Background: an optimization exercise with open tools, aiming at small area and a short achievable clock period. Do not read the settings as production practice.
No functional check of the RTL was part of any run shown here.
Power is estimated from default activity; no workload was simulated.

==> design.v <==
module fullreg #(  parameter N = 16 )(
    input [N-1:0] d,
    output reg [N-1:0] q,
    input clk,
    input en,
    input clr,  
    input rst   
    );
always @(posedge clk,posedge rst) begin
    if(rst)
        q=0;
    else    
    if(en==1)begin
        if(clr)
            q=0;
        else
            q=d;
    end
end
endmodule
`timescale 1ns / 1ps
module adder
   #(parameter integer N=16)
   (
    input  [N-1:0] x1,
    input  [N-1:0] x2,
    output  [N-1:0] y
    );
    assign y=$unsigned(x1)+$unsigned(x2);
endmodule
`timescale 1ns / 1ps
module mult
   #(parameter integer N=9)
   (
    input  [N-1:0] x1,
    input  [N-1:0] x2,
    output  [2*N-1:0] y
    );
    assign y=$signed(x1)*$signed(x2);
endmodule
module mac(
    input [15:0] x1,
    input [15:0] x2,
    input clk,
    input rst,
    input en,
    output [39:0] y
    );
reg [39:0] S, C;
wire s1;
wire c2;
wire s3;
wire c4;
wire s5;
wire c6;
wire s7;
wire c8;
wire s9;
wire c10;
wire s11;
wire c12;
wire s13;
wire c14;
wire s15;
wire c16;
wire s17;
wire c18;
wire s19;
wire c20;
wire s21;
wire c22;
wire s23;
wire c24;
wire s25;
wire c26;
wire s27;
wire c28;
wire s29;
wire c30;
wire s31;
wire c32;
wire s33;
wire c34;
wire s35;
wire c36;
wire s37;
wire c38;
wire s39;
wire c40;
wire s41;
wire c42;
wire s43;
wire c44;
wire s45;
wire c46;
wire s47;
wire c48;
wire s49;
wire c50;
wire s51;
wire c52;
wire s53;
wire c54;
wire s55;
wire c56;
wire s57;
wire c58;
wire s59;
wire c60;
wire s61;
wire c62;
wire s63;
wire c64;
wire s65;
wire c66;
wire s67;
wire c68;
wire s69;
wire c70;
wire s71;
wire c72;
wire s73;
wire c74;
wire s75;
wire c76;
wire s77;
wire c78;
wire s79;
wire c80;
wire s81;
wire c82;
wire s83;
wire c84;
wire s85;
wire c86;
wire s87;
wire c88;
wire s89;
wire c90;
wire s91;
wire c92;
wire s93;
wire c94;
wire s95;
wire c96;
wire s97;
wire c98;
wire s99;
wire c100;
wire s101;
wire c102;
wire s103;
wire c104;
wire s105;
wire c106;
wire s107;
wire c108;
wire s109;
wire c110;
wire s111;
wire c112;
wire s113;
wire c114;
wire s115;
wire c116;
wire s117;
wire c118;
wire s119;
wire c120;
wire s121;
wire c122;
wire s123;
wire c124;
wire s125;
wire c126;
wire s127;
wire c128;
wire s129;
wire c130;
wire s131;
wire c132;
wire s133;
wire c134;
wire s135;
wire c136;
wire s137;
wire c138;
wire s139;
wire c140;
wire s141;
wire c142;
wire s143;
wire c144;
wire s145;
wire c146;
wire s147;
wire c148;
wire s149;
wire c150;
wire s151;
wire c152;
wire s153;
wire c154;
wire s155;
wire c156;
wire s157;
wire c158;
wire s159;
wire c160;
wire s161;
wire c162;
wire s163;
wire c164;
wire s165;
wire c166;
wire s167;
wire c168;
wire s169;
wire c170;
wire s171;
wire c172;
wire s173;
wire c174;
wire s175;
wire c176;
wire s177;
wire c178;
wire s179;
wire c180;
wire s181;
wire c182;
wire s183;
wire c184;
wire s185;
wire c186;
wire s187;
wire c188;
wire s189;
wire c190;
wire s191;
wire c192;
wire s193;
wire c194;
wire s195;
wire c196;
wire s197;
wire c198;
wire s199;
wire c200;
wire s201;
wire c202;
wire s203;
wire c204;
wire s205;
wire c206;
wire s207;
wire c208;
wire s209;
wire c210;
wire s211;
wire c212;
wire s213;
wire c214;
wire s215;
wire c216;
wire s217;
wire c218;
wire s219;
wire c220;
wire s221;
wire c222;
wire s223;
wire c224;
wire s225;
wire c226;
wire s227;
wire c228;
wire s229;
wire c230;
wire s231;
wire c232;
wire s233;
wire c234;
wire s235;
wire c236;
wire s237;
wire c238;
wire s239;
wire c240;
wire s241;
wire c242;
wire s243;
wire c244;
wire s245;
wire c246;
wire s247;
wire c248;
wire s249;
wire c250;
wire s251;
wire c252;
wire s253;
wire c254;
wire s255;
wire c256;
wire s257;
wire c258;
wire s259;
wire c260;
wire s261;
wire c262;
wire s263;
wire c264;
wire s265;
wire c266;
wire s267;
wire c268;
wire s269;
wire c270;
wire s271;
wire c272;
wire s273;
wire c274;
wire s275;
wire c276;
wire s277;
wire c278;
wire s279;
wire c280;
wire s281;
wire c282;
wire s283;
wire c284;
wire s285;
wire c286;
wire s287;
wire c288;
wire s289;
wire c290;
wire s291;
wire c292;
wire s293;
wire c294;
wire s295;
wire c296;
wire s297;
wire c298;
wire s299;
wire c300;
wire s301;
wire c302;
wire s303;
wire c304;
wire s305;
wire c306;
wire s307;
wire c308;
wire s309;
wire c310;
wire s311;
wire c312;
wire s313;
wire c314;
wire s315;
wire c316;
wire s317;
wire c318;
wire s319;
wire c320;
wire s321;
wire c322;
wire s323;
wire c324;
wire s325;
wire c326;
wire s327;
wire c328;
wire s329;
wire c330;
wire s331;
wire c332;
wire s333;
wire c334;
wire s335;
wire c336;
wire s337;
wire c338;
wire s339;
wire c340;
wire s341;
wire c342;
wire s343;
wire c344;
wire s345;
wire c346;
wire s347;
wire c348;
wire s349;
wire c350;
wire s351;
wire c352;
wire one0 = en & (x2[0] ^ 1'b0);
wire two0 = en & ((x2[1] & ~x2[0] & ~1'b0) | (~x2[1] & x2[0] & 1'b0));
wire neg0 = en & x2[1];
wire pp0_0 = ((one0 & x1[0]) | (two0 & 1'b0)) ^ neg0;
wire pp0_1 = ((one0 & x1[1]) | (two0 & x1[0])) ^ neg0;
wire pp0_2 = ((one0 & x1[2]) | (two0 & x1[1])) ^ neg0;
wire pp0_3 = ((one0 & x1[3]) | (two0 & x1[2])) ^ neg0;
wire pp0_4 = ((one0 & x1[4]) | (two0 & x1[3])) ^ neg0;
wire pp0_5 = ((one0 & x1[5]) | (two0 & x1[4])) ^ neg0;
wire pp0_6 = ((one0 & x1[6]) | (two0 & x1[5])) ^ neg0;
wire pp0_7 = ((one0 & x1[7]) | (two0 & x1[6])) ^ neg0;
wire pp0_8 = ((one0 & x1[8]) | (two0 & x1[7])) ^ neg0;
wire pp0_9 = ((one0 & x1[9]) | (two0 & x1[8])) ^ neg0;
wire pp0_10 = ((one0 & x1[10]) | (two0 & x1[9])) ^ neg0;
wire pp0_11 = ((one0 & x1[11]) | (two0 & x1[10])) ^ neg0;
wire pp0_12 = ((one0 & x1[12]) | (two0 & x1[11])) ^ neg0;
wire pp0_13 = ((one0 & x1[13]) | (two0 & x1[12])) ^ neg0;
wire pp0_14 = ((one0 & x1[14]) | (two0 & x1[13])) ^ neg0;
wire pp0_15 = ((one0 & x1[15]) | (two0 & x1[14])) ^ neg0;
wire pp0_16 = ~(((one0 & x1[15]) | (two0 & x1[15])) ^ neg0);
wire one1 = en & (x2[2] ^ x2[1]);
wire two1 = en & ((x2[3] & ~x2[2] & ~x2[1]) | (~x2[3] & x2[2] & x2[1]));
wire neg1 = en & x2[3];
wire pp1_0 = ((one1 & x1[0]) | (two1 & 1'b0)) ^ neg1;
wire pp1_1 = ((one1 & x1[1]) | (two1 & x1[0])) ^ neg1;
wire pp1_2 = ((one1 & x1[2]) | (two1 & x1[1])) ^ neg1;
wire pp1_3 = ((one1 & x1[3]) | (two1 & x1[2])) ^ neg1;
wire pp1_4 = ((one1 & x1[4]) | (two1 & x1[3])) ^ neg1;
wire pp1_5 = ((one1 & x1[5]) | (two1 & x1[4])) ^ neg1;
wire pp1_6 = ((one1 & x1[6]) | (two1 & x1[5])) ^ neg1;
wire pp1_7 = ((one1 & x1[7]) | (two1 & x1[6])) ^ neg1;
wire pp1_8 = ((one1 & x1[8]) | (two1 & x1[7])) ^ neg1;
wire pp1_9 = ((one1 & x1[9]) | (two1 & x1[8])) ^ neg1;
wire pp1_10 = ((one1 & x1[10]) | (two1 & x1[9])) ^ neg1;
wire pp1_11 = ((one1 & x1[11]) | (two1 & x1[10])) ^ neg1;
wire pp1_12 = ((one1 & x1[12]) | (two1 & x1[11])) ^ neg1;
wire pp1_13 = ((one1 & x1[13]) | (two1 & x1[12])) ^ neg1;
wire pp1_14 = ((one1 & x1[14]) | (two1 & x1[13])) ^ neg1;
wire pp1_15 = ((one1 & x1[15]) | (two1 & x1[14])) ^ neg1;
wire pp1_16 = ~(((one1 & x1[15]) | (two1 & x1[15])) ^ neg1);
wire one2 = en & (x2[4] ^ x2[3]);
wire two2 = en & ((x2[5] & ~x2[4] & ~x2[3]) | (~x2[5] & x2[4] & x2[3]));
wire neg2 = en & x2[5];
wire pp2_0 = ((one2 & x1[0]) | (two2 & 1'b0)) ^ neg2;
wire pp2_1 = ((one2 & x1[1]) | (two2 & x1[0])) ^ neg2;
wire pp2_2 = ((one2 & x1[2]) | (two2 & x1[1])) ^ neg2;
wire pp2_3 = ((one2 & x1[3]) | (two2 & x1[2])) ^ neg2;
wire pp2_4 = ((one2 & x1[4]) | (two2 & x1[3])) ^ neg2;
wire pp2_5 = ((one2 & x1[5]) | (two2 & x1[4])) ^ neg2;
wire pp2_6 = ((one2 & x1[6]) | (two2 & x1[5])) ^ neg2;
wire pp2_7 = ((one2 & x1[7]) | (two2 & x1[6])) ^ neg2;
wire pp2_8 = ((one2 & x1[8]) | (two2 & x1[7])) ^ neg2;
wire pp2_9 = ((one2 & x1[9]) | (two2 & x1[8])) ^ neg2;
wire pp2_10 = ((one2 & x1[10]) | (two2 & x1[9])) ^ neg2;
wire pp2_11 = ((one2 & x1[11]) | (two2 & x1[10])) ^ neg2;
wire pp2_12 = ((one2 & x1[12]) | (two2 & x1[11])) ^ neg2;
wire pp2_13 = ((one2 & x1[13]) | (two2 & x1[12])) ^ neg2;
wire pp2_14 = ((one2 & x1[14]) | (two2 & x1[13])) ^ neg2;
wire pp2_15 = ((one2 & x1[15]) | (two2 & x1[14])) ^ neg2;
wire pp2_16 = ~(((one2 & x1[15]) | (two2 & x1[15])) ^ neg2);
wire one3 = en & (x2[6] ^ x2[5]);
wire two3 = en & ((x2[7] & ~x2[6] & ~x2[5]) | (~x2[7] & x2[6] & x2[5]));
wire neg3 = en & x2[7];
wire pp3_0 = ((one3 & x1[0]) | (two3 & 1'b0)) ^ neg3;
wire pp3_1 = ((one3 & x1[1]) | (two3 & x1[0])) ^ neg3;
wire pp3_2 = ((one3 & x1[2]) | (two3 & x1[1])) ^ neg3;
wire pp3_3 = ((one3 & x1[3]) | (two3 & x1[2])) ^ neg3;
wire pp3_4 = ((one3 & x1[4]) | (two3 & x1[3])) ^ neg3;
wire pp3_5 = ((one3 & x1[5]) | (two3 & x1[4])) ^ neg3;
wire pp3_6 = ((one3 & x1[6]) | (two3 & x1[5])) ^ neg3;
wire pp3_7 = ((one3 & x1[7]) | (two3 & x1[6])) ^ neg3;
wire pp3_8 = ((one3 & x1[8]) | (two3 & x1[7])) ^ neg3;
wire pp3_9 = ((one3 & x1[9]) | (two3 & x1[8])) ^ neg3;
wire pp3_10 = ((one3 & x1[10]) | (two3 & x1[9])) ^ neg3;
wire pp3_11 = ((one3 & x1[11]) | (two3 & x1[10])) ^ neg3;
wire pp3_12 = ((one3 & x1[12]) | (two3 & x1[11])) ^ neg3;
wire pp3_13 = ((one3 & x1[13]) | (two3 & x1[12])) ^ neg3;
wire pp3_14 = ((one3 & x1[14]) | (two3 & x1[13])) ^ neg3;
wire pp3_15 = ((one3 & x1[15]) | (two3 & x1[14])) ^ neg3;
wire pp3_16 = ~(((one3 & x1[15]) | (two3 & x1[15])) ^ neg3);
wire one4 = en & (x2[8] ^ x2[7]);
wire two4 = en & ((x2[9] & ~x2[8] & ~x2[7]) | (~x2[9] & x2[8] & x2[7]));
wire neg4 = en & x2[9];
wire pp4_0 = ((one4 & x1[0]) | (two4 & 1'b0)) ^ neg4;
wire pp4_1 = ((one4 & x1[1]) | (two4 & x1[0])) ^ neg4;
wire pp4_2 = ((one4 & x1[2]) | (two4 & x1[1])) ^ neg4;
wire pp4_3 = ((one4 & x1[3]) | (two4 & x1[2])) ^ neg4;
wire pp4_4 = ((one4 & x1[4]) | (two4 & x1[3])) ^ neg4;
wire pp4_5 = ((one4 & x1[5]) | (two4 & x1[4])) ^ neg4;
wire pp4_6 = ((one4 & x1[6]) | (two4 & x1[5])) ^ neg4;
wire pp4_7 = ((one4 & x1[7]) | (two4 & x1[6])) ^ neg4;
wire pp4_8 = ((one4 & x1[8]) | (two4 & x1[7])) ^ neg4;
wire pp4_9 = ((one4 & x1[9]) | (two4 & x1[8])) ^ neg4;
wire pp4_10 = ((one4 & x1[10]) | (two4 & x1[9])) ^ neg4;
wire pp4_11 = ((one4 & x1[11]) | (two4 & x1[10])) ^ neg4;
wire pp4_12 = ((one4 & x1[12]) | (two4 & x1[11])) ^ neg4;
wire pp4_13 = ((one4 & x1[13]) | (two4 & x1[12])) ^ neg4;
wire pp4_14 = ((one4 & x1[14]) | (two4 & x1[13])) ^ neg4;
wire pp4_15 = ((one4 & x1[15]) | (two4 & x1[14])) ^ neg4;
wire pp4_16 = ~(((one4 & x1[15]) | (two4 & x1[15])) ^ neg4);
wire one5 = en & (x2[10] ^ x2[9]);
wire two5 = en & ((x2[11] & ~x2[10] & ~x2[9]) | (~x2[11] & x2[10] & x2[9]));
wire neg5 = en & x2[11];
wire pp5_0 = ((one5 & x1[0]) | (two5 & 1'b0)) ^ neg5;
wire pp5_1 = ((one5 & x1[1]) | (two5 & x1[0])) ^ neg5;
wire pp5_2 = ((one5 & x1[2]) | (two5 & x1[1])) ^ neg5;
wire pp5_3 = ((one5 & x1[3]) | (two5 & x1[2])) ^ neg5;
wire pp5_4 = ((one5 & x1[4]) | (two5 & x1[3])) ^ neg5;
wire pp5_5 = ((one5 & x1[5]) | (two5 & x1[4])) ^ neg5;
wire pp5_6 = ((one5 & x1[6]) | (two5 & x1[5])) ^ neg5;
wire pp5_7 = ((one5 & x1[7]) | (two5 & x1[6])) ^ neg5;
wire pp5_8 = ((one5 & x1[8]) | (two5 & x1[7])) ^ neg5;
wire pp5_9 = ((one5 & x1[9]) | (two5 & x1[8])) ^ neg5;
wire pp5_10 = ((one5 & x1[10]) | (two5 & x1[9])) ^ neg5;
wire pp5_11 = ((one5 & x1[11]) | (two5 & x1[10])) ^ neg5;
wire pp5_12 = ((one5 & x1[12]) | (two5 & x1[11])) ^ neg5;
wire pp5_13 = ((one5 & x1[13]) | (two5 & x1[12])) ^ neg5;
wire pp5_14 = ((one5 & x1[14]) | (two5 & x1[13])) ^ neg5;
wire pp5_15 = ((one5 & x1[15]) | (two5 & x1[14])) ^ neg5;
wire pp5_16 = ~(((one5 & x1[15]) | (two5 & x1[15])) ^ neg5);
wire one6 = en & (x2[12] ^ x2[11]);
wire two6 = en & ((x2[13] & ~x2[12] & ~x2[11]) | (~x2[13] & x2[12] & x2[11]));
wire neg6 = en & x2[13];
wire pp6_0 = ((one6 & x1[0]) | (two6 & 1'b0)) ^ neg6;
wire pp6_1 = ((one6 & x1[1]) | (two6 & x1[0])) ^ neg6;
wire pp6_2 = ((one6 & x1[2]) | (two6 & x1[1])) ^ neg6;
wire pp6_3 = ((one6 & x1[3]) | (two6 & x1[2])) ^ neg6;
wire pp6_4 = ((one6 & x1[4]) | (two6 & x1[3])) ^ neg6;
wire pp6_5 = ((one6 & x1[5]) | (two6 & x1[4])) ^ neg6;
wire pp6_6 = ((one6 & x1[6]) | (two6 & x1[5])) ^ neg6;
wire pp6_7 = ((one6 & x1[7]) | (two6 & x1[6])) ^ neg6;
wire pp6_8 = ((one6 & x1[8]) | (two6 & x1[7])) ^ neg6;
wire pp6_9 = ((one6 & x1[9]) | (two6 & x1[8])) ^ neg6;
wire pp6_10 = ((one6 & x1[10]) | (two6 & x1[9])) ^ neg6;
wire pp6_11 = ((one6 & x1[11]) | (two6 & x1[10])) ^ neg6;
wire pp6_12 = ((one6 & x1[12]) | (two6 & x1[11])) ^ neg6;
wire pp6_13 = ((one6 & x1[13]) | (two6 & x1[12])) ^ neg6;
wire pp6_14 = ((one6 & x1[14]) | (two6 & x1[13])) ^ neg6;
wire pp6_15 = ((one6 & x1[15]) | (two6 & x1[14])) ^ neg6;
wire pp6_16 = ~(((one6 & x1[15]) | (two6 & x1[15])) ^ neg6);
wire one7 = en & (x2[14] ^ x2[13]);
wire two7 = en & ((x2[15] & ~x2[14] & ~x2[13]) | (~x2[15] & x2[14] & x2[13]));
wire neg7 = en & x2[15];
wire pp7_0 = ((one7 & x1[0]) | (two7 & 1'b0)) ^ neg7;
wire pp7_1 = ((one7 & x1[1]) | (two7 & x1[0])) ^ neg7;
wire pp7_2 = ((one7 & x1[2]) | (two7 & x1[1])) ^ neg7;
wire pp7_3 = ((one7 & x1[3]) | (two7 & x1[2])) ^ neg7;
wire pp7_4 = ((one7 & x1[4]) | (two7 & x1[3])) ^ neg7;
wire pp7_5 = ((one7 & x1[5]) | (two7 & x1[4])) ^ neg7;
wire pp7_6 = ((one7 & x1[6]) | (two7 & x1[5])) ^ neg7;
wire pp7_7 = ((one7 & x1[7]) | (two7 & x1[6])) ^ neg7;
wire pp7_8 = ((one7 & x1[8]) | (two7 & x1[7])) ^ neg7;
wire pp7_9 = ((one7 & x1[9]) | (two7 & x1[8])) ^ neg7;
wire pp7_10 = ((one7 & x1[10]) | (two7 & x1[9])) ^ neg7;
wire pp7_11 = ((one7 & x1[11]) | (two7 & x1[10])) ^ neg7;
wire pp7_12 = ((one7 & x1[12]) | (two7 & x1[11])) ^ neg7;
wire pp7_13 = ((one7 & x1[13]) | (two7 & x1[12])) ^ neg7;
wire pp7_14 = ((one7 & x1[14]) | (two7 & x1[13])) ^ neg7;
wire pp7_15 = ((one7 & x1[15]) | (two7 & x1[14])) ^ neg7;
wire pp7_16 = ~(((one7 & x1[15]) | (two7 & x1[15])) ^ neg7);
assign s1 = S[0] ^ C[0] ^ neg0;
assign c2 = (S[0] & C[0]) | (S[0] & neg0) | (C[0] & neg0);
assign s3 = S[1] ^ C[1] ^ pp0_1;
assign c4 = (S[1] & C[1]) | (S[1] & pp0_1) | (C[1] & pp0_1);
assign s5 = S[2] ^ C[2] ^ neg1;
assign c6 = (S[2] & C[2]) | (S[2] & neg1) | (C[2] & neg1);
assign s7 = pp0_2 ^ pp1_0 ^ s5;
assign c8 = (pp0_2 & pp1_0) | (pp0_2 & s5) | (pp1_0 & s5);
assign s9 = S[3] ^ C[3] ^ pp0_3;
assign c10 = (S[3] & C[3]) | (S[3] & pp0_3) | (C[3] & pp0_3);
assign s11 = pp1_1 ^ c6 ^ c8;
assign c12 = (pp1_1 & c6) | (pp1_1 & c8) | (c6 & c8);
assign s13 = S[4] ^ C[4] ^ neg2;
assign c14 = (S[4] & C[4]) | (S[4] & neg2) | (C[4] & neg2);
assign s15 = pp0_4 ^ pp1_2 ^ pp2_0;
assign c16 = (pp0_4 & pp1_2) | (pp0_4 & pp2_0) | (pp1_2 & pp2_0);
assign s17 = s13 ^ c10 ^ s15;
assign c18 = (s13 & c10) | (s13 & s15) | (c10 & s15);
assign s19 = S[5] ^ C[5] ^ pp0_5;
assign c20 = (S[5] & C[5]) | (S[5] & pp0_5) | (C[5] & pp0_5);
assign s21 = pp1_3 ^ pp2_1 ^ c14;
assign c22 = (pp1_3 & pp2_1) | (pp1_3 & c14) | (pp2_1 & c14);
assign s23 = c16 ^ s19 ^ s21;
assign c24 = (c16 & s19) | (c16 & s21) | (s19 & s21);
assign s25 = S[6] ^ C[6] ^ neg3;
assign c26 = (S[6] & C[6]) | (S[6] & neg3) | (C[6] & neg3);
assign s27 = pp0_6 ^ pp1_4 ^ pp2_2;
assign c28 = (pp0_6 & pp1_4) | (pp0_6 & pp2_2) | (pp1_4 & pp2_2);
assign s29 = pp3_0 ^ s25 ^ c20;
assign c30 = (pp3_0 & s25) | (pp3_0 & c20) | (s25 & c20);
assign s31 = c22 ^ s27 ^ c24;
assign c32 = (c22 & s27) | (c22 & c24) | (s27 & c24);
assign s33 = S[7] ^ C[7] ^ pp0_7;
assign c34 = (S[7] & C[7]) | (S[7] & pp0_7) | (C[7] & pp0_7);
assign s35 = pp1_5 ^ pp2_3 ^ pp3_1;
assign c36 = (pp1_5 & pp2_3) | (pp1_5 & pp3_1) | (pp2_3 & pp3_1);
assign s37 = c26 ^ c28 ^ s33;
assign c38 = (c26 & c28) | (c26 & s33) | (c28 & s33);
assign s39 = s35 ^ c30 ^ s37;
assign c40 = (s35 & c30) | (s35 & s37) | (c30 & s37);
assign s41 = S[8] ^ C[8] ^ neg4;
assign c42 = (S[8] & C[8]) | (S[8] & neg4) | (C[8] & neg4);
assign s43 = pp0_8 ^ pp1_6 ^ pp2_4;
assign c44 = (pp0_8 & pp1_6) | (pp0_8 & pp2_4) | (pp1_6 & pp2_4);
assign s45 = pp3_2 ^ pp4_0 ^ s41;
assign c46 = (pp3_2 & pp4_0) | (pp3_2 & s41) | (pp4_0 & s41);
assign s47 = c34 ^ c36 ^ s43;
assign c48 = (c34 & c36) | (c34 & s43) | (c36 & s43);
assign s49 = s45 ^ c38 ^ s47;
assign c50 = (s45 & c38) | (s45 & s47) | (c38 & s47);
assign s51 = S[9] ^ C[9] ^ pp0_9;
assign c52 = (S[9] & C[9]) | (S[9] & pp0_9) | (C[9] & pp0_9);
assign s53 = pp1_7 ^ pp2_5 ^ pp3_3;
assign c54 = (pp1_7 & pp2_5) | (pp1_7 & pp3_3) | (pp2_5 & pp3_3);
assign s55 = pp4_1 ^ c42 ^ c44;
assign c56 = (pp4_1 & c42) | (pp4_1 & c44) | (c42 & c44);
assign s57 = c46 ^ s51 ^ s53;
assign c58 = (c46 & s51) | (c46 & s53) | (s51 & s53);
assign s59 = c48 ^ s55 ^ s57;
assign c60 = (c48 & s55) | (c48 & s57) | (s55 & s57);
assign s61 = S[10] ^ C[10] ^ neg5;
assign c62 = (S[10] & C[10]) | (S[10] & neg5) | (C[10] & neg5);
assign s63 = pp0_10 ^ pp1_8 ^ pp2_6;
assign c64 = (pp0_10 & pp1_8) | (pp0_10 & pp2_6) | (pp1_8 & pp2_6);
assign s65 = pp3_4 ^ pp4_2 ^ pp5_0;
assign c66 = (pp3_4 & pp4_2) | (pp3_4 & pp5_0) | (pp4_2 & pp5_0);
assign s67 = s61 ^ c52 ^ c54;
assign c68 = (s61 & c52) | (s61 & c54) | (c52 & c54);
assign s69 = s63 ^ s65 ^ c56;
assign c70 = (s63 & s65) | (s63 & c56) | (s65 & c56);
assign s71 = c58 ^ s67 ^ s69;
assign c72 = (c58 & s67) | (c58 & s69) | (s67 & s69);
assign s73 = S[11] ^ C[11] ^ pp0_11;
assign c74 = (S[11] & C[11]) | (S[11] & pp0_11) | (C[11] & pp0_11);
assign s75 = pp1_9 ^ pp2_7 ^ pp3_5;
assign c76 = (pp1_9 & pp2_7) | (pp1_9 & pp3_5) | (pp2_7 & pp3_5);
assign s77 = pp4_3 ^ pp5_1 ^ c62;
assign c78 = (pp4_3 & pp5_1) | (pp4_3 & c62) | (pp5_1 & c62);
assign s79 = c64 ^ c66 ^ s73;
assign c80 = (c64 & c66) | (c64 & s73) | (c66 & s73);
assign s81 = s75 ^ s77 ^ c68;
assign c82 = (s75 & s77) | (s75 & c68) | (s77 & c68);
assign s83 = s79 ^ c70 ^ s81;
assign c84 = (s79 & c70) | (s79 & s81) | (c70 & s81);
assign s85 = S[12] ^ C[12] ^ neg6;
assign c86 = (S[12] & C[12]) | (S[12] & neg6) | (C[12] & neg6);
assign s87 = pp0_12 ^ pp1_10 ^ pp2_8;
assign c88 = (pp0_12 & pp1_10) | (pp0_12 & pp2_8) | (pp1_10 & pp2_8);
assign s89 = pp3_6 ^ pp4_4 ^ pp5_2;
assign c90 = (pp3_6 & pp4_4) | (pp3_6 & pp5_2) | (pp4_4 & pp5_2);
assign s91 = pp6_0 ^ s85 ^ c74;
assign c92 = (pp6_0 & s85) | (pp6_0 & c74) | (s85 & c74);
assign s93 = c76 ^ c78 ^ s87;
assign c94 = (c76 & c78) | (c76 & s87) | (c78 & s87);
assign s95 = s89 ^ c80 ^ s91;
assign c96 = (s89 & c80) | (s89 & s91) | (c80 & s91);
assign s97 = s93 ^ c82 ^ s95;
assign c98 = (s93 & c82) | (s93 & s95) | (c82 & s95);
assign s99 = S[13] ^ C[13] ^ pp0_13;
assign c100 = (S[13] & C[13]) | (S[13] & pp0_13) | (C[13] & pp0_13);
assign s101 = pp1_11 ^ pp2_9 ^ pp3_7;
assign c102 = (pp1_11 & pp2_9) | (pp1_11 & pp3_7) | (pp2_9 & pp3_7);
assign s103 = pp4_5 ^ pp5_3 ^ pp6_1;
assign c104 = (pp4_5 & pp5_3) | (pp4_5 & pp6_1) | (pp5_3 & pp6_1);
assign s105 = c86 ^ c88 ^ c90;
assign c106 = (c86 & c88) | (c86 & c90) | (c88 & c90);
assign s107 = s99 ^ s101 ^ s103;
assign c108 = (s99 & s101) | (s99 & s103) | (s101 & s103);
assign s109 = c92 ^ c94 ^ s105;
assign c110 = (c92 & c94) | (c92 & s105) | (c94 & s105);
assign s111 = s107 ^ c96 ^ s109;
assign c112 = (s107 & c96) | (s107 & s109) | (c96 & s109);
assign s113 = S[14] ^ C[14] ^ neg7;
assign c114 = (S[14] & C[14]) | (S[14] & neg7) | (C[14] & neg7);
assign s115 = pp0_14 ^ pp1_12 ^ pp2_10;
assign c116 = (pp0_14 & pp1_12) | (pp0_14 & pp2_10) | (pp1_12 & pp2_10);
assign s117 = pp3_8 ^ pp4_6 ^ pp5_4;
assign c118 = (pp3_8 & pp4_6) | (pp3_8 & pp5_4) | (pp4_6 & pp5_4);
assign s119 = pp6_2 ^ pp7_0 ^ s113;
assign c120 = (pp6_2 & pp7_0) | (pp6_2 & s113) | (pp7_0 & s113);
assign s121 = c100 ^ c102 ^ c104;
assign c122 = (c100 & c102) | (c100 & c104) | (c102 & c104);
assign s123 = s115 ^ s117 ^ s119;
assign c124 = (s115 & s117) | (s115 & s119) | (s117 & s119);
assign s125 = c106 ^ c108 ^ s121;
assign c126 = (c106 & c108) | (c106 & s121) | (c108 & s121);
assign s127 = s123 ^ c110 ^ s125;
assign c128 = (s123 & c110) | (s123 & s125) | (c110 & s125);
assign s129 = S[15] ^ C[15] ^ pp0_15;
assign c130 = (S[15] & C[15]) | (S[15] & pp0_15) | (C[15] & pp0_15);
assign s131 = pp1_13 ^ pp2_11 ^ pp3_9;
assign c132 = (pp1_13 & pp2_11) | (pp1_13 & pp3_9) | (pp2_11 & pp3_9);
assign s133 = pp4_7 ^ pp5_5 ^ pp6_3;
assign c134 = (pp4_7 & pp5_5) | (pp4_7 & pp6_3) | (pp5_5 & pp6_3);
assign s135 = pp7_1 ^ c114 ^ c116;
assign c136 = (pp7_1 & c114) | (pp7_1 & c116) | (c114 & c116);
assign s137 = c118 ^ c120 ^ s129;
assign c138 = (c118 & c120) | (c118 & s129) | (c120 & s129);
assign s139 = s131 ^ s133 ^ c122;
assign c140 = (s131 & s133) | (s131 & c122) | (s133 & c122);
assign s141 = s135 ^ c124 ^ s137;
assign c142 = (s135 & c124) | (s135 & s137) | (c124 & s137);
assign s143 = c126 ^ s139 ^ s141;
assign c144 = (c126 & s139) | (c126 & s141) | (s139 & s141);
assign s145 = 1'b1 ^ S[16] ^ C[16];
assign c146 = (1'b1 & S[16]) | (1'b1 & C[16]) | (S[16] & C[16]);
assign s147 = s145 ^ pp0_16 ^ pp1_14;
assign c148 = (s145 & pp0_16) | (s145 & pp1_14) | (pp0_16 & pp1_14);
assign s149 = pp2_12 ^ pp3_10 ^ pp4_8;
assign c150 = (pp2_12 & pp3_10) | (pp2_12 & pp4_8) | (pp3_10 & pp4_8);
assign s151 = pp5_6 ^ pp6_4 ^ pp7_2;
assign c152 = (pp5_6 & pp6_4) | (pp5_6 & pp7_2) | (pp6_4 & pp7_2);
assign s153 = c130 ^ c132 ^ c134;
assign c154 = (c130 & c132) | (c130 & c134) | (c132 & c134);
assign s155 = s147 ^ s149 ^ s151;
assign c156 = (s147 & s149) | (s147 & s151) | (s149 & s151);
assign s157 = c136 ^ c138 ^ s153;
assign c158 = (c136 & c138) | (c136 & s153) | (c138 & s153);
assign s159 = s155 ^ c140 ^ c142;
assign c160 = (s155 & c140) | (s155 & c142) | (c140 & c142);
assign s161 = s157 ^ c144;
assign c162 = s157 & c144;
assign s163 = 1'b1 ^ S[17] ^ C[17];
assign c164 = (1'b1 & S[17]) | (1'b1 & C[17]) | (S[17] & C[17]);
assign s165 = c146 ^ s163 ^ pp1_15;
assign c166 = (c146 & s163) | (c146 & pp1_15) | (s163 & pp1_15);
assign s167 = pp2_13 ^ pp3_11 ^ pp4_9;
assign c168 = (pp2_13 & pp3_11) | (pp2_13 & pp4_9) | (pp3_11 & pp4_9);
assign s169 = pp5_7 ^ pp6_5 ^ pp7_3;
assign c170 = (pp5_7 & pp6_5) | (pp5_7 & pp7_3) | (pp6_5 & pp7_3);
assign s171 = c148 ^ c150 ^ c152;
assign c172 = (c148 & c150) | (c148 & c152) | (c150 & c152);
assign s173 = s165 ^ s167 ^ s169;
assign c174 = (s165 & s167) | (s165 & s169) | (s167 & s169);
assign s175 = c154 ^ c156 ^ s171;
assign c176 = (c154 & c156) | (c154 & s171) | (c156 & s171);
assign s177 = s173 ^ c158 ^ s175;
assign c178 = (s173 & c158) | (s173 & s175) | (c158 & s175);
assign s179 = c160 ^ s177;
assign c180 = c160 & s177;
assign s181 = S[18] ^ C[18] ^ c164;
assign c182 = (S[18] & C[18]) | (S[18] & c164) | (C[18] & c164);
assign s183 = s181 ^ pp1_16 ^ pp2_14;
assign c184 = (s181 & pp1_16) | (s181 & pp2_14) | (pp1_16 & pp2_14);
assign s185 = pp3_12 ^ pp4_10 ^ pp5_8;
assign c186 = (pp3_12 & pp4_10) | (pp3_12 & pp5_8) | (pp4_10 & pp5_8);
assign s187 = pp6_6 ^ pp7_4 ^ c166;
assign c188 = (pp6_6 & pp7_4) | (pp6_6 & c166) | (pp7_4 & c166);
assign s189 = c168 ^ c170 ^ s183;
assign c190 = (c168 & c170) | (c168 & s183) | (c170 & s183);
assign s191 = s185 ^ c172 ^ c174;
assign c192 = (s185 & c172) | (s185 & c174) | (c172 & c174);
assign s193 = s187 ^ s189 ^ c176;
assign c194 = (s187 & s189) | (s187 & c176) | (s189 & c176);
assign s195 = s191 ^ c178 ^ s193;
assign c196 = (s191 & c178) | (s191 & s193) | (c178 & s193);
assign s197 = 1'b1 ^ S[19] ^ C[19];
assign c198 = (1'b1 & S[19]) | (1'b1 & C[19]) | (S[19] & C[19]);
assign s199 = s197 ^ c182 ^ pp2_15;
assign c200 = (s197 & c182) | (s197 & pp2_15) | (c182 & pp2_15);
assign s201 = pp3_13 ^ pp4_11 ^ pp5_9;
assign c202 = (pp3_13 & pp4_11) | (pp3_13 & pp5_9) | (pp4_11 & pp5_9);
assign s203 = pp6_7 ^ pp7_5 ^ c184;
assign c204 = (pp6_7 & pp7_5) | (pp6_7 & c184) | (pp7_5 & c184);
assign s205 = c186 ^ s199 ^ s201;
assign c206 = (c186 & s199) | (c186 & s201) | (s199 & s201);
assign s207 = c188 ^ c190 ^ s203;
assign c208 = (c188 & c190) | (c188 & s203) | (c190 & s203);
assign s209 = s205 ^ c192 ^ s207;
assign c210 = (s205 & c192) | (s205 & s207) | (c192 & s207);
assign s211 = c194 ^ s209;
assign c212 = c194 & s209;
assign s213 = S[20] ^ C[20] ^ c198;
assign c214 = (S[20] & C[20]) | (S[20] & c198) | (C[20] & c198);
assign s215 = s213 ^ pp2_16 ^ pp3_14;
assign c216 = (s213 & pp2_16) | (s213 & pp3_14) | (pp2_16 & pp3_14);
assign s217 = pp4_12 ^ pp5_10 ^ pp6_8;
assign c218 = (pp4_12 & pp5_10) | (pp4_12 & pp6_8) | (pp5_10 & pp6_8);
assign s219 = pp7_6 ^ c200 ^ c202;
assign c220 = (pp7_6 & c200) | (pp7_6 & c202) | (c200 & c202);
assign s221 = s215 ^ s217 ^ c204;
assign c222 = (s215 & s217) | (s215 & c204) | (s217 & c204);
assign s223 = c206 ^ s219 ^ c208;
assign c224 = (c206 & s219) | (c206 & c208) | (s219 & c208);
assign s225 = s221 ^ c210 ^ s223;
assign c226 = (s221 & c210) | (s221 & s223) | (c210 & s223);
assign s227 = 1'b1 ^ S[21] ^ C[21];
assign c228 = (1'b1 & S[21]) | (1'b1 & C[21]) | (S[21] & C[21]);
assign s229 = s227 ^ c214 ^ pp3_15;
assign c230 = (s227 & c214) | (s227 & pp3_15) | (c214 & pp3_15);
assign s231 = pp4_13 ^ pp5_11 ^ pp6_9;
assign c232 = (pp4_13 & pp5_11) | (pp4_13 & pp6_9) | (pp5_11 & pp6_9);
assign s233 = pp7_7 ^ c216 ^ c218;
assign c234 = (pp7_7 & c216) | (pp7_7 & c218) | (c216 & c218);
assign s235 = s229 ^ s231 ^ c220;
assign c236 = (s229 & s231) | (s229 & c220) | (s231 & c220);
assign s237 = s233 ^ c222 ^ s235;
assign c238 = (s233 & c222) | (s233 & s235) | (c222 & s235);
assign s239 = c224 ^ s237;
assign c240 = c224 & s237;
assign s241 = S[22] ^ C[22] ^ c228;
assign c242 = (S[22] & C[22]) | (S[22] & c228) | (C[22] & c228);
assign s243 = s241 ^ pp3_16 ^ pp4_14;
assign c244 = (s241 & pp3_16) | (s241 & pp4_14) | (pp3_16 & pp4_14);
assign s245 = pp5_12 ^ pp6_10 ^ pp7_8;
assign c246 = (pp5_12 & pp6_10) | (pp5_12 & pp7_8) | (pp6_10 & pp7_8);
assign s247 = c230 ^ c232 ^ s243;
assign c248 = (c230 & c232) | (c230 & s243) | (c232 & s243);
assign s249 = s245 ^ c234 ^ s247;
assign c250 = (s245 & c234) | (s245 & s247) | (c234 & s247);
assign s251 = c236 ^ s249 ^ c238;
assign c252 = (c236 & s249) | (c236 & c238) | (s249 & c238);
assign s253 = 1'b1 ^ S[23] ^ C[23];
assign c254 = (1'b1 & S[23]) | (1'b1 & C[23]) | (S[23] & C[23]);
assign s255 = s253 ^ c242 ^ pp4_15;
assign c256 = (s253 & c242) | (s253 & pp4_15) | (c242 & pp4_15);
assign s257 = pp5_13 ^ pp6_11 ^ pp7_9;
assign c258 = (pp5_13 & pp6_11) | (pp5_13 & pp7_9) | (pp6_11 & pp7_9);
assign s259 = c244 ^ c246 ^ s255;
assign c260 = (c244 & c246) | (c244 & s255) | (c246 & s255);
assign s261 = s257 ^ c248 ^ s259;
assign c262 = (s257 & c248) | (s257 & s259) | (c248 & s259);
assign s263 = c250 ^ s261;
assign c264 = c250 & s261;
assign s265 = S[24] ^ C[24] ^ c254;
assign c266 = (S[24] & C[24]) | (S[24] & c254) | (C[24] & c254);
assign s267 = s265 ^ pp4_16 ^ pp5_14;
assign c268 = (s265 & pp4_16) | (s265 & pp5_14) | (pp4_16 & pp5_14);
assign s269 = pp6_12 ^ pp7_10 ^ c256;
assign c270 = (pp6_12 & pp7_10) | (pp6_12 & c256) | (pp7_10 & c256);
assign s271 = c258 ^ s267 ^ c260;
assign c272 = (c258 & s267) | (c258 & c260) | (s267 & c260);
assign s273 = s269 ^ c262 ^ s271;
assign c274 = (s269 & c262) | (s269 & s271) | (c262 & s271);
assign s275 = 1'b1 ^ S[25] ^ C[25];
assign c276 = (1'b1 & S[25]) | (1'b1 & C[25]) | (S[25] & C[25]);
assign s277 = s275 ^ c266 ^ pp5_15;
assign c278 = (s275 & c266) | (s275 & pp5_15) | (c266 & pp5_15);
assign s279 = pp6_13 ^ pp7_11 ^ c268;
assign c280 = (pp6_13 & pp7_11) | (pp6_13 & c268) | (pp7_11 & c268);
assign s281 = s277 ^ c270 ^ s279;
assign c282 = (s277 & c270) | (s277 & s279) | (c270 & s279);
assign s283 = c272 ^ s281;
assign c284 = c272 & s281;
assign s285 = S[26] ^ C[26] ^ c276;
assign c286 = (S[26] & C[26]) | (S[26] & c276) | (C[26] & c276);
assign s287 = s285 ^ pp5_16 ^ pp6_14;
assign c288 = (s285 & pp5_16) | (s285 & pp6_14) | (pp5_16 & pp6_14);
assign s289 = pp7_12 ^ c278 ^ s287;
assign c290 = (pp7_12 & c278) | (pp7_12 & s287) | (c278 & s287);
assign s291 = c280 ^ s289 ^ c282;
assign c292 = (c280 & s289) | (c280 & c282) | (s289 & c282);
assign s293 = 1'b1 ^ S[27] ^ C[27];
assign c294 = (1'b1 & S[27]) | (1'b1 & C[27]) | (S[27] & C[27]);
assign s295 = s293 ^ c286 ^ pp6_15;
assign c296 = (s293 & c286) | (s293 & pp6_15) | (c286 & pp6_15);
assign s297 = pp7_13 ^ c288 ^ s295;
assign c298 = (pp7_13 & c288) | (pp7_13 & s295) | (c288 & s295);
assign s299 = c290 ^ s297;
assign c300 = c290 & s297;
assign s301 = S[28] ^ C[28] ^ c294;
assign c302 = (S[28] & C[28]) | (S[28] & c294) | (C[28] & c294);
assign s303 = s301 ^ pp6_16 ^ pp7_14;
assign c304 = (s301 & pp6_16) | (s301 & pp7_14) | (pp6_16 & pp7_14);
assign s305 = c296 ^ s303 ^ c298;
assign c306 = (c296 & s303) | (c296 & c298) | (s303 & c298);
assign s307 = 1'b1 ^ S[29] ^ C[29];
assign c308 = (1'b1 & S[29]) | (1'b1 & C[29]) | (S[29] & C[29]);
assign s309 = s307 ^ c302 ^ pp7_15;
assign c310 = (s307 & c302) | (s307 & pp7_15) | (c302 & pp7_15);
assign s311 = c304 ^ s309;
assign c312 = c304 & s309;
assign s313 = S[30] ^ C[30] ^ c308;
assign c314 = (S[30] & C[30]) | (S[30] & c308) | (C[30] & c308);
assign s315 = s313 ^ pp7_16 ^ c310;
assign c316 = (s313 & pp7_16) | (s313 & c310) | (pp7_16 & c310);
assign s317 = 1'b1 ^ S[31] ^ C[31];
assign c318 = (1'b1 & S[31]) | (1'b1 & C[31]) | (S[31] & C[31]);
assign s319 = s317 ^ c314;
assign c320 = s317 & c314;
assign s321 = 1'b1 ^ S[32] ^ C[32];
assign c322 = (1'b1 & S[32]) | (1'b1 & C[32]) | (S[32] & C[32]);
assign s323 = c318 ^ s321;
assign c324 = c318 & s321;
assign s325 = 1'b1 ^ S[33] ^ C[33];
assign c326 = (1'b1 & S[33]) | (1'b1 & C[33]) | (S[33] & C[33]);
assign s327 = c322 ^ s325;
assign c328 = c322 & s325;
assign s329 = 1'b1 ^ S[34] ^ C[34];
assign c330 = (1'b1 & S[34]) | (1'b1 & C[34]) | (S[34] & C[34]);
assign s331 = c326 ^ s329;
assign c332 = c326 & s329;
assign s333 = 1'b1 ^ S[35] ^ C[35];
assign c334 = (1'b1 & S[35]) | (1'b1 & C[35]) | (S[35] & C[35]);
assign s335 = c330 ^ s333;
assign c336 = c330 & s333;
assign s337 = 1'b1 ^ S[36] ^ C[36];
assign c338 = (1'b1 & S[36]) | (1'b1 & C[36]) | (S[36] & C[36]);
assign s339 = c334 ^ s337;
assign c340 = c334 & s337;
assign s341 = 1'b1 ^ S[37] ^ C[37];
assign c342 = (1'b1 & S[37]) | (1'b1 & C[37]) | (S[37] & C[37]);
assign s343 = c338 ^ s341;
assign c344 = c338 & s341;
assign s345 = 1'b1 ^ S[38] ^ C[38];
assign c346 = (1'b1 & S[38]) | (1'b1 & C[38]) | (S[38] & C[38]);
assign s347 = c342 ^ s345;
assign c348 = c342 & s345;
assign s349 = 1'b1 ^ S[39] ^ C[39];
assign c350 = (1'b1 & S[39]) | (1'b1 & C[39]) | (S[39] & C[39]);
assign s351 = c346 ^ s349;
assign c352 = c346 & s349;
wire [39:0] R0 = {c348, c344, c340, c336, c332, c328, c324, c320, c316, c312, c306, c300, c292, c284, c274, c264, c252, c240, c226, c212, c196, c180, c162, s159, c128, c112, c98, c84, c72, c60, c50, c40, c32, s29, c18, c12, s9, c4, c2, pp0_0};
wire [39:0] R1 = {s351, s347, s343, s339, s335, s331, s327, s323, s319, s315, s311, s305, s299, s291, s283, s273, s263, s251, s239, s225, s211, s195, s179, s161, s143, s127, s111, s97, s83, s71, s59, s49, s39, s31, s23, s17, s11, s7, s3, s1};
always @(posedge clk or posedge rst)
  if (rst) begin S <= 40'd0; C <= 40'd0; end
  else begin S <= R0; C <= R1; end
assign y = S + C;
endmodule
==> run.sh <==
#!/bin/bash
# synth_recipe.tcl (not shown) runs the flow's synth.tcl, then flattens the netlist and writes it again
# the make line also repeats each setting of config.mk as NAME=value (left out here)
make -C /OpenROAD-flow-scripts/flow DESIGN_CONFIG=/design/flow/config.mk WORK_HOME=/design/flow/orfs CLKGATE_MAP_FILE= SYNTH_SCRIPT=/design/flow/synth_recipe.tcl finish
==> config.mk <==
export PLATFORM = sky130hd
export DESIGN_NAME = mac
export DESIGN_NICKNAME = mac
export VERILOG_FILES = /design/flow/design.v
export SDC_FILE = /design/flow/constraint.sdc
export NUM_CORES = 4
export LEC_CHECK = 0
export CAP_MARGIN = 20
export CORE_MARGIN = 2
export CORE_UTILIZATION = 40
export SLEW_MARGIN = 20
==> constraint.sdc <==
create_clock -name core_clock -period 12.0 [get_ports {clk}]
set_input_delay 2.4000 -clock core_clock [delete_from_list [all_inputs] [get_ports {clk}]]
set_output_delay 2.4000 -clock core_clock [all_outputs]
set_load 0.01 [all_outputs]
==> reports/summary.txt, run 1 <==
MaxCap Viol Count = 0
Port Buffer Count = 74
Die area = 33,000 sq um
Pin slew with the least headroom to its limit = 1.12 ns
Die height = 182 microns
Ys Warns = 1
Critical R2R Launch = C[17]$_DFF_PP0_
Max-slew violation count = 0
RSZ-0062 raised after global routing = false
Cell row count = 65
Status = complete, no violations
Post-CTS setup buffer count = 0
Final RePlAce weighted congestion = 0.931
Post-route ant nets = 0
Die width = 182 microns
Nets = 1,870
All-Layer GR Usage = 23.1%
Crit path cell chain = clkdlybuf4s50_1 > inv_1 > nor2_1 > a22oi_1 > nand2_1 > nand2_1 > fa_1 > fa_1 > fa_1 > fa_1 > inv_1 > fa_1
Post-CTS sizing = 0
Pleak = 6.25 nW
Mapped Nets = 1,897
CTS Sinks = 80
Required time of the critical path = 12.23 ns
Storage cell area = 2000 sq um
Fillcell total = 3,155
Vias in the first global route = 10,900
Peak Freq = 141 MHz
Number of I/O pins = 75
Via Count = 11,200
Routed len/inst = 18.3 microns
Synthesized area = 12,600 sq um
Crit path time final = 7.09 ns
Asr flop ratio synth = 100%
Post-synthesis average cell area = 7.67 sq um
Final hold vios = 0
CP max stage delay = 0.92 ns
Leading cell types in the layout, fill and taps excluded = o21ai_0 (249), inv_1 (210), nand2_1 (194)
Pre-antenna DRT Iters = 6
CP startpoint = x2[9]
Worst Setup End Kind = flip-flop
Layout cell share with drive strength beyond 1 = 3.63%
Cell count of the worst reg-to-reg path = 13
Commonest non-fill, non-tap cell in the layout = o21ai_0
#FFs+latches synth = 80
Starting DRC count in detailed routing = 993
Synth cell types = 57
Htree depth = 3
Critical Path AT = 7.32 ns
Util after Layout = 44.3%
Slew HR = 25.4%
WHS Endpoint = S[3]$_DFF_PP0_
Final wirelength = 37,200 microns
CTS Hold Bufs = 0
Startpoint Class = input pin
Largest net degree at the start of global routing = 80
GRT overflow = 0
Core Footprint = 31,300 sq um
Setup_tns = 0 ns
CP bufs+invs = 3
Hold Path Stages = 1
Hold path startpoint = S[3]$_DFF_PP0_
DRC = 0
Clock latency on the worst-skew pair = 0.35 ns
Mapped Cells = 1,648
Post-synth EDFFs = 0
Clock transition at path regs = 0.07 ns
Seq/Total Area, Yosys = 15.8%
Slowest cell on crit path = clkdlybuf4s50_1
R2r setup slk = 8.25 ns
Critical path's most frequent cell = fa_1
Routed vias/inst = 5.51
CTS Buf Count = 9
Setup Viol. Count Final = 0
Most used DFF post-synth = dfrtp_1
Root Buffer Master = clkbuf_16
Min-Delay Path Class = flip-flop to flip-flop
Power Density = 302 nW/um^2
Final worst path period share = 59.1%
Crit Path Category = input pin to flip-flop
Detailed Place HPWL = 28,300 microns
Worst VDD drop = 0.000141 V
Clock Tree Buf Depth = 2
First-pass GRT wire length = 60,400 microns
Initial core utilization = 40.3%
Footprint of the multi-input gates = 9330 sq um
Reg2reg end = C[20]$_DFF_PP0_
CTS tree = built
Initial antenna violation count = 1
Fin Clk Skew = 0.0117 ns
Syn-to-layout area delta = 9.83%
Crit path max fanout = 23
Top Family by Delay on Critical Path = adder cells
-- state kept, by name (all words and copies together), names as in the netlist --
signal,count
C,40
S,40
-- cells in the mapped netlist (2+ instances only) --
master / instances / area share (%)
o21ai_0: 249 / 9.9
inv_1: 211 / 6.3
nand2_1: 194 / 5.8
nor2_1: 153 / 4.5
fa_1: 143 / 23
clkbuf_1: 125 / 3.7
a22oi_1: 105 / 6.2
dfrtp_1: 80 / 16
ha_1: 71 / 7.0
a21boi_0: 45 / 2.7
xnor2_1: 40 / 2.8
a21oi_1: 38 / 1.5
xor2_1: 26 / 1.8
and2_1: 17 / 0.84
a21o_1: 14 / 0.83
nor2b_1: 14 / 0.69
nand3_1: 11 / 0.44
nor3_1: 9 / 0.36
o211ai_1: 9 / 0.53
nand4_1: 8 / 0.40
and2_0: 7 / 0.35
o21bai_1: 6 / 0.36
or2_2: 6 / 0.30
a31oi_1: 5 / 0.25
o21a_1: 5 / 0.30
o21ai_1: 5 / 0.20
and3_1: 4 / 0.20
buf_2: 4 / 0.16
nand2b_1: 4 / 0.20
a21oi_2: 3 / 0.21
buf_1: 3 / 0.089
nor4_1: 3 / 0.15
a211oi_1: 2 / 0.12
a31o_1: 2 / 0.14
inv_2: 2 / 0.059
o21ai_2: 2 / 0.14
o221ai_1: 2 / 0.14
o31ai_2: 2 / 0.20
-- where the power goes --
part | internal, mW | switching (mW) | leakage, nW
Clock | 0.205 | 0.117 | 0.167
Sequential | 0.453 | 0.0886 | 0.972
Combinational | 1.49 | 1.83 | 5.11
Total | 2.15 | 2.04 | 6.25
-- worst max-delay path by stage --
stage | to | cells past startpoint | slack [ns]
after floorplan | C[18]$_DFF_PP0_ | 13 | 5.95
final | C[18]$_DFF_PP0_ | 12 | 4.91
after global placement | C[20]$_DFF_PP0_ | 14 | 4.71
after detailed placement | C[20]$_DFF_PP0_ | 14 | 4.61
after global routing | C[20]$_DFF_PP0_ | 14 | 4.62
after CTS | C[20]$_DFF_PP0_ | 14 | 4.98
-- worst reg2reg max path, stage by stage (launching register included) --
cell and delay [ns]:
dfrtp_1 0.40, inv_1 0.07, ha_1 0.14, inv_1 0.05
fa_1 0.48, inv_1 0.07, fa_1 0.48, inv_1 0.06
fa_1 0.42, inv_1 0.08, fa_1 0.44, fa_1 0.43
inv_1 0.08, fa_1 0.43
-- area by class of cell --
cell class / count / share of cell area, %
Tap cell: 402 / 3.62
Multi-Input combinational cell: 1223 / 67.2
Sequential cell: 80 / 14.4
Clock buffer: 10 / 1.65
Timing Repair Buffer: 94 / 6.40
Clock inverter: 6 / 0.839
Antenna cell: 2 / 0.0361
Inverter: 213 / 5.77
-- metal layers --
layer	global-route usage (%)	routed length, microns	up-vias
met2	33.7	15800	418
li1	-	-	5346
met1	34.7	17500	5385
met4	5.82	679	0
met5	0	0	-
met3	4.81	3250	43
-- per-stage QoR --
step	hold WS, ns	instance area, sq um	setup slack, ns	cells	power [mW]
floorplan	0.538	12600	5.95	1648	2.70
global placement	0.548	13500	4.71	2012	3.78
detailed placement	0.565	13500	4.61	2012	3.89
CTS	0.579	13900	4.98	2028	4.23
global route	0.602	13900	4.62	2028	4.70
finish	0.571	13900	4.91	2030	4.18
-- cells by family after synthesis --
| kind of cell | Yosys count | share of synthesized area [%] |
|---|---|---|
| adder cells (fa/ha/maj) | 215 | 29.8 |
| AO/OA/AOI/OAI | 507 | 24.9 |
| flip-flops | 80 | 15.8 |
| XOR/XNOR | 66 | 4.58 |
| AND/OR/NAND/NOR | 435 | 14.6 |
| buffers and inverters | 345 | 10.3 |
==> run 2, diff against run 1 <==
--- a/config.mk
+++ b/config.mk
@@ -6,4 +6,5 @@
 export NUM_CORES = 4
 export LEC_CHECK = 0
+export ABC_AREA = 1
 export CAP_MARGIN = 20
 export CORE_MARGIN = 2
==> run 2 against run 1 <==
Against the previous run: still clean; clock-buffer cell count is 1 lower; flip-flop and latch count stayed put; sequential power is 4.3% higher; combinational power is 13% higher; clock power is 9.0% lower; maximum frequency is 2.3% lower; critical path type unchanged; critical endpoint unchanged.
==> reports/summary.txt, run 2 <==
Status = complete, no violations
Most common cell in the netlist = inv_1
CTS Sinks = 80
Starting DRC count in detailed routing = 951
Crit path max fanout = 16
Root Buffer Master = clkbuf_16
Startpoint Class = input pin
Pre-CTS setup slack = 4.45 ns
Comb pwr share = 81.4%
Critical R2R Launch = C[17]$_DFF_PP0_
Dominant cells by area after synthesis = fa_1 (24%), dfrtp_1 (17%), xor2_1 (11%), inv_1 (11%), nand2_1 (8.6%)
Via Count = 9,525
Leading cell types in the layout, fill and taps excluded = inv_1 (341), nand2_1 (271), xor2_1 (152)
Commonest non-fill, non-tap cell in the layout = inv_1
All-Layer GR Usage = 21.9%
Final hold vios = 0
Asr flop ratio synth = 100%
Nets = 1,750
Crit path time final = 7.25 ns
Crit Path Category = input pin to flip-flop
DRC = 0
CTS tree = built
Pin slew with the least headroom to its limit = 0.960 ns
Peak Freq = 138 MHz
Min-Delay Path Class = flip-flop to flip-flop
DP Cell Count = 1,880
Initial core utilization = 40.4%
Die width = 176 microns
Detailed Place HPWL = 26,100 microns
Worst VDD drop = 0.000142 V
CTS Hold Bufs = 0
Hold Path Stages = 1
Post-route ant nets = 0
Layout cell share with drive strength beyond 1 = 7.04%
First-pass GRT wire length = 52,800 microns
Post-synth top cells = inv_1 (342), nand2_1 (271), xor2_1 (152), fa_1 (143), dfrtp_1 (80)
Clock latency on the worst-skew pair = 0.34 ns
Most used DFF post-synth = dfrtp_1
Largest registers = C: 40 flops, S: 40 flops
Setup Viol. Count Final = 0
Clock Tree Buf Depth = 2
Cell count of the worst reg-to-reg path = 13
Ys Warns = 1
Number of I/O pins = 75
Total Power = 4.60 mW
Final setup margin = 4.75 ns
Setup_tns = 0 ns
Final Non-Filler Cells = 1,896
Final wirelength = 32,400 microns
Routed vias/inst = 5.02
CP startpoint = en
Power Density = 347 nW/um^2
Switching portion of total power = 51.6%
Synthesized area = 11,900 sq um
Routed len/inst = 17.1 microns
Post-CTS sizing = 0
Seq/Total Area, Yosys = 16.9%
Final worst path period share = 60.4%
Synth cell types = 34
Area leader, netlist = fa_1
Post-synth EDFFs = 0
Vias in the first global route = 9,681
Yosys top cell area share = 24.1%
Htree depth = 3
Post-synthesis average cell area = 8.17 sq um
MaxCap Viol Count = 0
RSZ-0062 raised after global routing = false
Clock transition at path regs = 0.07 ns
Internal = 2.22 mW
Die area = 31,100 sq um
Sw power = 2.37 mW
Final RePlAce weighted congestion = 0.884
Core Footprint = 29,400 sq um
Initial antenna violation count = 0
Pre-antenna DRT Iters = 5
Seq pwr share = 12.3%
Die height = 176 microns
Mapped Cells = 1,453
Slew HR = 36.0%
Mapped Nets = 1,702
Port Buffer Count = 74
Clock network power share = 6.4%
GRT overflow = 0
Pleak = 6.82 nW
Largest net degree at the start of global routing = 81
Cell row count = 63
Worst Setup End Kind = flip-flop
# diodes = 0
Fin Clk Skew = 0.0158 ns
Post-CTS setup buffer count = 0
Required time of the critical path = 12.22 ns
Critical Path AT = 7.47 ns
#FFs+latches synth = 80
Hold path startpoint = S[3]$_DFF_PP0_
CTS Buf Count = 9
Max-slew violation count = 0
Syn-to-layout area delta = 11.5%
-- run 2: cell count changes in the layout (fill, tap and decap cells not counted), moves of 16 or more --
cell | before | now
o22ai_1 | 0 | 70
xor2_1 | 26 | 152
a22oi_1 | 105 | 0
a21boi_0 | 45 | 0
inv_1 | 210 | 341
nor2_1 | 153 | 79
nand3_1 | 11 | 32
o22ai_2 | 0 | 50
o21ai_0 | 249 | 18
and2_1 | 17 | 1
xnor2_1 | 40 | 6
nand2_1 | 194 | 271
buf_4 | 21 | 3
-- run 2: power groups by stage --
stage / Sequential [mW] / Clock, mW / Combinational (mW)
final: 0.564 / 0.293 / 3.74
after global routing: 0.585 / 0.309 / 4.36
after CTS: 0.566 / 0.297 / 3.79
after detailed placement: 0.571 / 0 / 3.77
after global placement: 0.568 / 0 / 3.69
after floorplan: 0.541 / 0 / 2.47
-- run 2: kinds of logic after synthesis --
| group | Yosys count | share of synthesized area [%] |
|---|---|---|
| AOI/OAI and AO/OA | 191 | 12.8 |
| adders and majority gates | 214 | 31.6 |
| and+or+nand+nor | 419 | 14.3 |
| xor gates and xnor gates | 158 | 11.7 |
| buffers and inverters | 391 | 12.8 |
| DFF | 80 | 16.9 |
-- run 2: worst max-delay path, stage by stage --
cell,delay [ns]
clkdlybuf4s50_1,0.72
nand2_1,0.70
nor2_1,0.13
a31oi_2,0.71
o22ai_1,0.17
xor2_1,0.20
fa_1,0.45
fa_1,0.52
fa_1,0.47
fa_1,0.54
inv_1,0.05
fa_1,0.43
-- run 2: path summary, 6_finish.rpt --
kind / endpoint / slack [ns]
max in group asynchronous: C[37]$_DFF_PP0_ / 8.91
min: S[3]$_DFF_PP0_ / 0.58
max reg2reg: C[20]$_DFF_PP0_ / 8.29
max: C[18]$_DFF_PP0_ / 4.75
min reg2reg: S[3]$_DFF_PP0_ / 0.58
min in group asynchronous: C[1]$_DFF_PP0_ / 2.54
-- run 2: through the flow --
| stage | area (sq um) | util (%) | hold slack, ns |
|---|---|---|---|
| finish | 13200 | 45.0 | 0.578 |
| detailed placement | 12900 | 44.0 | 0.566 |
| floorplan | 11900 | - | 0.538 |
| global placement | 12900 | 44.0 | 0.558 |
| CTS | 13200 | 45.0 | 0.581 |
| global route | 13200 | 45.0 | 0.609 |
-- run 2: layer usage --
layer	GRT usage, %	up-vias	share of wire [%]
li1	-	4522	-
met1	32.3	4568	47
met4	5.41	0	1.9
met3	3.83	51	7.8
met5	0	-	0
met2	33.3	384	44
-- run 2: area by class of cell --
type / count / area [sq um]
clock inverters: 7 / 80.1
well taps: 390 / 488
inverters: 350 / 1320
clock buffers: 9 / 225
fillers: 2943 / 16200
flip-flops and latches: 80 / 2000
repair buffers: 78 / 774
multi-input cells: 982 / 8350
==> run 3, diff against run 2 <==
--- a/config.mk
+++ b/config.mk
@@ -10,3 +10,4 @@
 export CORE_MARGIN = 2
 export CORE_UTILIZATION = 40
+export SETUP_SLACK_MARGIN = 5
 export SLEW_MARGIN = 20
==> run 3 against run 2 <==
Against the previous run: still clean on timing, DRC and antenna; clock skew grew 0.00088 ns; clock power is essentially flat; power grew 0.14%; synthesized cell count is the same; via count down 0.35%.
==> reports/summary.txt, run 3 <==
Synth cell types = 34
Pleak = 6.85 nW
Min-Delay Path Class = flip-flop to flip-flop
Max-slew violation count = 0
Util after Layout = 45.2%
Startpoint Class = input pin
DP Cell Count = 1,880
Status = complete, no violations
Number of I/O pins = 75
Layout cell share with drive strength beyond 1 = 7.44%
Clock Tree Buf Depth = 2
CTS tree = built
Fin Clk Skew = 0.0167 ns
Post-synthesis average cell area = 8.17 sq um
Seq/Total Area, Yosys = 16.9%
Required time of the critical path = 12.22 ns
Final setup margin = 5.36 ns
GRT overflow = 0
Post-CTS setup buffer count = 0
Final RePlAce weighted congestion = 0.884
Post-route ant nets = 0
Asr flop ratio synth = 100%
Post-synth top cells = inv_1 (342), nand2_1 (271), xor2_1 (152), fa_1 (143), dfrtp_1 (80)
Core Footprint = 29,400 sq um
Largest net degree at the start of global routing = 81
Dominant cells by area after synthesis = fa_1 (24%), dfrtp_1 (17%), xor2_1 (11%), inv_1 (11%), nand2_1 (8.6%)
All-Layer GR Usage = 21.9%
Post-synth EDFFs = 0
First-pass GRT wire length = 52,800 microns
Most common cell in the netlist = inv_1
Routed vias/inst = 5.01
Vias in the first global route = 9,697
Mapped Nets = 1,702
CP startpoint = en
Root Buffer Master = clkbuf_16
Htree depth = 3
Die width = 176 microns
Hold path startpoint = S[3]$_DFF_PP0_
Pre-CTS setup slack = 4.45 ns
Clock transition at path regs = 0.07 ns
Die height = 176 microns
Critical R2R Launch = C[17]$_DFF_PP0_
Initial antenna violation count = 0
Final wirelength = 32,500 microns
Area leader, netlist = fa_1
Crit Path Category = input pin to flip-flop
Ys Warns = 1
Commonest non-fill, non-tap cell in the layout = inv_1
Fin area = 13,300 sq um
Worst Setup End Kind = flip-flop
CTS Sinks = 80
Detailed Place HPWL = 26,100 microns
Setup Viol. Count Final = 0
Clock latency on the worst-skew pair = 0.34 ns
Yosys top cell area share = 24.1%
CTS Hold Bufs = 0
Post-DP Area = 12,900 sq um
Critical Path AT = 6.86 ns
Cell row count = 63
Crit path max fanout = 17
Pin slew with the least headroom to its limit = 0.841 ns
Routed len/inst = 17.1 microns
Initial core utilization = 40.4%
Final Non-Filler Cells = 1,896
Slew HR = 43.9%
#FFs+latches synth = 80
Synthesized area = 11,900 sq um
Most used DFF post-synth = dfrtp_1
Worst VDD drop = 0.000142 V
MaxCap Viol Count = 0
Largest registers = C: 40 flops, S: 40 flops
Final hold vios = 0
Pre-antenna DRT Iters = 6
DRC = 0
Via Count = 9,492
Nets = 1,750
CTS Buf Count = 9
Port Buffer Count = 74
# diodes = 0
Peak Freq = 151 MHz
Leading cell types in the layout, fill and taps excluded = inv_1 (341), nand2_1 (266), xor2_1 (152)
Die area = 31,100 sq um
RSZ-0062 raised after global routing = false
Mapped Cells = 1,453
Setup_tns = 0 ns
Final worst path period share = 55.3%
Power Density = 347 nW/um^2
Syn-to-layout area delta = 11.9%
Starting DRC count in detailed routing = 785
Crit path time final = 6.64 ns
==> run 3: kinds of logic (layout without fill, tap and decap cells) <==
family	count (synthesis)	in the layout	synth area share, %
buffers and inverters	391	444	12.8
AOI/OAI and AO/OA	191	191	12.8
and+or+nand+nor	419	419	14.3
adders and majority gates	214	214	31.6
xor gates and xnor gates	158	158	11.7
DFF	80	80	16.9
==> run 3: layout make-up <==
| class | instances | area (sq um) |
|---|---|---|
| multi-input cells | 982 | 8390 |
| clock buffers | 9 | 225 |
| flip-flops and latches | 80 | 2000 |
| clock inverters | 7 | 80.1 |
| inverters | 350 | 1320 |
| fillers | 2937 | 16100 |
| repair buffers | 78 | 777 |
| well taps | 390 | 488 |
==> run 3: final timing paths <==
path	endpoint	slack (ns)	cells after the start
setup / recovery	C[18]$_DFF_PP0_	5.36	12
hold / removal	S[3]$_DFF_PP0_	0.58	1
setup reg to reg	C[20]$_DFF_PP0_	8.29	13
hold reg to reg	S[3]$_DFF_PP0_	0.58	1
max in group asynchronous	C[37]$_DFF_PP0_	8.89	3
min in group asynchronous	C[1]$_DFF_PP0_	2.54	3
==> run 3: worst max-delay path, cell delays in order <==
cell and delay (ns):
dlymetal6s2s_1 0.62, inv_2 0.29, a21oi_1 0.19, nand2_1 0.41, o22ai_1 0.35, xor2_1 0.22, fa_1 0.48, fa_1 0.44
fa_1 0.44, fa_1 0.54, inv_1 0.05, fa_1 0.43
==> run 3: metal layers <==
layer  track usage, %  part of all wire (%)  vias up  wire length, microns
met3             4.13                   7.2       45                  2340
li1                 -                     -     4525                     -
met4             5.41                   1.8        0                   573
met2             33.3                    44      338                 14200
met1             32.1                    47     4584                 15400
met5                0                     0        -                     0
==> run 3: what timing repair did <==
| item | 4_1_cts | 5_1_grt |
|---|---|---|
| gates resized for setup | 9 | 3 |
| pin swaps | 0 | 0 |
| setup endpoints to repair | 8 | 10 |
==> run 3: stage by stage <==
stage	hold WS [ns]	power, mW
6_report	0.578	4.60
5_1_grt	0.609	5.25
4_1_cts	0.581	4.66
3_5_place_dp	0.566	4.34
3_3_place_gp	0.558	4.26
2_1_floorplan	0.538	3.01
==> run 3: report_power, final <==
part / internal [mW] / switching, mW
Sequential: 0.473 / 0.0905
Combinational: 1.59 / 2.16
Clock: 0.164 / 0.128
Total: 2.23 / 2.38

[what the ideal ports hide]
Ports are ideal in the flow. The routed layouts listed here were re-timed in OpenROAD.
Step 1 sets driving cells, clkbuf_16 on the clock port and buf_2 on the other inputs (assumed; they add their load-dependent delay and slew).
Step 2 times the ports against the registers' clock, not the clock port: input delays grow and output delays shrink by t, the midpoint of the rising clock arrivals with the driver on.
Three values: no drivers, after step 1, after step 2; two values: the first two.
run	t, ns	setup WS [ns]	worst data-port slew with drivers (ns)
run 1	0.393	4.914 / 4.908 / 4.515	0.06
run 2	0.379	4.747 / 4.763 / 4.384	0.04
run 3	0.378	5.362 / 5.377 / 4.999	0.04
After both steps setup and hold are still met in every run listed. For run 1, which loses most, drivers alone change the setup slack by -0.006 ns; drivers and shift together by -0.399 ns.
